From an optimization exercise on the open Yosys and OpenROAD flow, aimed at small area; shortcuts taken in it are not production practice.
Function was checked by simulation only, so behaviour that the tests miss may differ from the original.
Power is estimated from default activity; no workload was simulated.

## rev 12
==> flow/design.v <==
module arbitrage_engine (
    input  clk,
    input  rst,         
    input  uart_rx,
    output uart_tx
);
    reg       s1;
    reg [8:0] rc;
    reg [3:0] rj;
    wire r_idle = ~rj[3] & rj[1] & ~rj[0];       
    wire r_stop = ~rj[3] & ~rj[1] & ~rj[0];      
    wire r_wrap = rc[8] & rc[7] & rc[5] & rc[3] & ~rc[2] & rc[1] & ~rc[0];
    wire r_ev   = rc[8] & ~rc[7] & ~rc[5] & rc[4] & ~rc[3] & rc[2] & ~rc[0];
    wire dev    = r_ev & rj[3];                  
    wire vld    = r_ev & r_stop;                 
    always @(posedge clk) begin
        s1 <= uart_rx | ~rst;
        if (~rst | r_idle | r_wrap) rc <= 9'd130;
        else rc <= {rc[7:0], ~(rc[8] ^ rc[3])};
        if (~rst | vld) rj <= 4'd6;
        else if (r_wrap | (r_idle & ~s1)) rj <= rj + 4'd1;
    end
    reg [2:0] ps;
    wire p_idle = ~ps[2] & ~ps[0];
    wire p_a    = ~ps[2] & ps[0];
    wire p_bh   = ps[2] & ps[0];
    wire p_b    = ps[2] & ps[1];
    wire p_ft   = ps[2] & ~ps[1];
    reg  m;
    wire m_bit = s1 ^ rj[0] ^ p_ft;              
    always @(posedge clk) begin
        if (r_idle) m <= 1'b1;
        else if (dev) m <= m & ~m_bit;
    end
    reg  [15:0] P;
    reg         br, bh;
    wire        pa   = P[0];
    wire        din  = p_b ? (s1 ^ pa ^ br) : s1;
    wire        xfer;
    wire hz    = ~|P[7:0];
    wire lz    = ~|P[15:8];
    wire eq    = hz & ~bh & lz;
    wire neg   = bh | (hz & br);                 
    wire kh    = br | (neg & lz);
    always @(posedge clk) begin
        if (~rst) ps <= 3'b000;
        else if (ps == 3'b010) ps <= 3'b101;
        else if (ps == 3'b101) ps <= 3'b000;
        else if (vld & p_ft) ps <= (m & ~eq) ? 3'b010 : 3'b000;
        else if (vld & (~p_idle | m)) ps <= {ps[1:0], ~ps[2]};
    end
    always @(posedge clk) begin
        if ((dev & ~p_ft) | xfer) P <= {din, P[15:1]};
        if (p_a | (vld & p_bh)) br <= 1'b0;
        else if (dev & p_b) br <= (~pa & (s1 | br)) | (s1 & br);
        if (vld & p_bh) bh <= br;
    end
    reg [2:0] eb;
    reg [3:0] q;
    reg [8:0] c;
    reg       txd;
    reg [15:0] R;
    reg        rneg, k;
    wire t_idle = q == 4'd3;
    wire t_en   = q == 4'd6;
    wire t_pre  = q == 4'd5;
    wire t_start= q == 4'd7;
    wire t_data = q[3];
    wire nb     = c[8] & c[7] & c[6] & c[5] & c[3] & c[1] & c[0];
    wire e_idle = eb == 3'd0;
    wire pick   = (ps == 3'b101) & e_idle & (t_idle | (q == 4'd2));
    wire go     = t_idle & ~e_idle;
    assign xfer = (eb == 3'd1) & t_start & c[5] & c[4] & c[1] & c[0];
    wire e_prof = (eb == 3'd3) | (eb == 3'd4);
    wire rtx    = nb & t_data & e_prof;
    always @(posedge clk) begin
        if (~rst) q <= 4'd3;
        else if (pick) q <= 4'd5;
        else if (go) q <= 4'd6;
        else if (nb | (q == 4'd0) | (q == 4'd2) | t_pre | t_en) q <= q + 4'd1;
        if (~rst | nb) c <= 9'd230;
        else if (~t_idle & ~t_en & ~t_pre) c <= {c[7:0], ~(c[8] ^ c[3])};
        if (~rst) eb <= 3'd0;
        else if (go | pick) eb <= (eb == 3'd4) ? 3'd0 : eb + 3'd1;
        if (xfer | rtx) R <= {pa, R[15:1]};
        if (pick) rneg <= neg;
        if (pick) k <= kh;
        else if ((eb == 3'd4) & t_start) k <= rneg;
        else if (rtx) k <= k & ~R[0];
    end
    wire [2:0] bi = q[2:0];
    reg  bitval;
    always @(*) begin
        case (eb)
            3'd1:    bitval = bi[0];
            3'd2:    bitval = (bi == 3'd0) ? rneg : (bi == 3'd1) ? ~rneg : 1'b0;
            3'd3,
            3'd4:    bitval = R[0] ^ rneg ^ k;
            default: bitval = ~bi[0];
        endcase
    end
    always @(posedge clk) begin
        if (~rst) txd <= 1'b1;
        else if (t_data) txd <= bitval;
        else if (q == 4'd0) txd <= txd;
        else txd <= ~t_start;
    end
    assign uart_tx = txd;
endmodule
export LEC_CHECK = 0
export CAP_MARGIN = 20
export CORE_MARGIN = 2
export CORE_UTILIZATION = 40
export SLEW_MARGIN = 20
create_clock -name core_clock -period 20.0 [get_ports {clk}]
run.sh (not shown) runs the stock make flow with config.mk's settings and CLKGATE_MAP_FILE= SYNTH_SCRIPT=/design/flow/synth_recipe.tcl, a recipe that flattens the netlist after the stock synthesis.
--- input diff rev 12..rev 13 ---
--- a/flow/design.v
+++ b/flow/design.v
@@ -2,21 +2,20 @@
     input  clk,
     input  rst,         
     input  uart_rx,
     output uart_tx
 );
-    reg       s1;
+    wire      s1 = uart_rx;
     reg [8:0] rc;
     reg [3:0] rj;
     wire r_idle = ~rj[3] & rj[1] & ~rj[0];       
     wire r_stop = ~rj[3] & ~rj[1] & ~rj[0];      
     wire r_wrap = rc[8] & rc[7] & rc[5] & rc[3] & ~rc[2] & rc[1] & ~rc[0];
     wire r_ev   = rc[8] & ~rc[7] & ~rc[5] & rc[4] & ~rc[3] & rc[2] & ~rc[0];
     wire dev    = r_ev & rj[3];                  
     wire vld    = r_ev & r_stop;                 
     always @(posedge clk) begin
-        s1 <= uart_rx | ~rst;
         if (~rst | r_idle | r_wrap) rc <= 9'd130;
         else rc <= {rc[7:0], ~(rc[8] ^ rc[3])};
         if (~rst | vld) rj <= 4'd6;
         else if (r_wrap | (r_idle & ~s1)) rj <= rj + 4'd1;
     end
@@ -57,49 +56,52 @@
     end
     reg [2:0] eb;
     reg [3:0] q;
     reg [8:0] c;
     reg       txd;
+    reg       f;         
     reg [15:0] R;
     reg        rneg, k;
     wire t_idle = q == 4'd3;
     wire t_en   = q == 4'd6;
-    wire t_pre  = q == 4'd5;
+    wire t_pre  = (q == 4'd4) | (q == 4'd5);
     wire t_start= q == 4'd7;
     wire t_data = q[3];
     wire nb     = c[8] & c[7] & c[6] & c[5] & c[3] & c[1] & c[0];
-    wire e_idle = eb == 3'd0;
-    wire pick   = (ps == 3'b101) & e_idle & (t_idle | (q == 4'd2));
+    wire e_idle = ~eb[1] & ~eb[0];
+    wire e_sh   = ~eb[1] & eb[0];
+    wire e_st   = ~eb[2] & eb[1];
+    wire e_prof = eb[2];
+    wire e_lo   = eb[2] & ~eb[0];
+    wire pick   = ps == 3'b101;
     wire go     = t_idle & ~e_idle;
-    assign xfer = (eb == 3'd1) & t_start & c[5] & c[4] & c[1] & c[0];
-    wire e_prof = (eb == 3'd3) | (eb == 3'd4);
+    assign xfer = e_sh & t_start & c[5] & c[4] & c[1] & c[0];
     wire rtx    = nb & t_data & e_prof;
     always @(posedge clk) begin
         if (~rst) q <= 4'd3;
-        else if (pick) q <= 4'd5;
+        else if (pick) q <= 4'd4;
         else if (go) q <= 4'd6;
         else if (nb | (q == 4'd0) | (q == 4'd2) | t_pre | t_en) q <= q + 4'd1;
-        if (~rst | nb) c <= 9'd230;
-        else if (~t_idle & ~t_en & ~t_pre) c <= {c[7:0], ~(c[8] ^ c[3])};
+        if (~rst | nb | t_idle | t_pre | (t_en & ~f)) c <= 9'd230;
+        else c <= {c[7:0], ~(c[8] ^ c[3])};
+        if (~rst) f <= 1'b0;
+        else if (q == 4'd2) f <= 1'b1;
         if (~rst) eb <= 3'd0;
-        else if (go | pick) eb <= (eb == 3'd4) ? 3'd0 : eb + 3'd1;
+        else if (go | pick) eb <= {eb[1] & eb[0], eb[0], ~eb[2]};
         if (xfer | rtx) R <= {pa, R[15:1]};
         if (pick) rneg <= neg;
         if (pick) k <= kh;
-        else if ((eb == 3'd4) & t_start) k <= rneg;
+        else if (e_lo & t_start) k <= rneg;
         else if (rtx) k <= k & ~R[0];
     end
     wire [2:0] bi = q[2:0];
     reg  bitval;
     always @(*) begin
-        case (eb)
-            3'd1:    bitval = bi[0];
-            3'd2:    bitval = (bi == 3'd0) ? rneg : (bi == 3'd1) ? ~rneg : 1'b0;
-            3'd3,
-            3'd4:    bitval = R[0] ^ rneg ^ k;
-            default: bitval = ~bi[0];
-        endcase
+        if (e_sh)        bitval = bi[0];
+        else if (e_st)   bitval = (bi == 3'd0) ? rneg : (bi == 3'd1) ? ~rneg : 1'b0;
+        else if (e_prof) bitval = R[0] ^ rneg ^ k;
+        else             bitval = ~bi[0];
     end
     always @(posedge clk) begin
         if (~rst) txd <= 1'b1;
         else if (t_data) txd <= bitval;
         else if (q == 4'd0) txd <= txd;
[summary]
Looking at synthesized cell area across both flows, rev 13 is the stronger of the two, with rev 12 trailing.
Rev 12 → rev 13: final worst-path setup slack has decreased, count of standard-cell rows has decreased, leakage power total has decreased, fraction of power consumed by combinational cells has decreased, total nets after synthesis has decreased.
Where total power is concerned, rev 12 is better than rev 13.
Rev 12 → rev 13: part of the cycle the worst path needs grew by 0.26 points, sum of routed wire segments on met1 lost 300 um, clock skew was more or less identical, growth of design area from synthesis to finish shows an increase of 2.9 points.

-- port drivers added, routing unchanged --
The flow's constraints put no driver on any port. The routed layouts listed below were extracted and timed again, unchanged, in two steps. Step 1 (the two cells are an assumption about what drives the block):
set clk [get_ports {clk}]
set_driving_cell -lib_cell sky130_fd_sc_hd__clkbuf_16 $clk
set_driving_cell -lib_cell sky130_fd_sc_hd__buf_2 [delete_from_list [all_inputs] $clk]
Step 2, shift: input delay + t, output delay - t, t = (earliest + latest rising clock arrival at the registers) / 2. This alone moves slack from input paths to output paths. Three values: ideal ports, drivers, drivers and shift; two values: the first two.
run | t, ns | setup WS [ns] | worst register clock-pin slew, ns
rev 12 | 0.353 | 14.696 / 14.700 / 14.346 | 0.07 / 0.07
rev 13 | 0.364 | 14.644 / 14.652 / 14.288 | 0.07 / 0.07
After both steps setup and hold are still met in every run listed. The setup slack of rev 13, which loses most, moves by +0.008 ns with the drivers and by -0.356 ns with both steps.
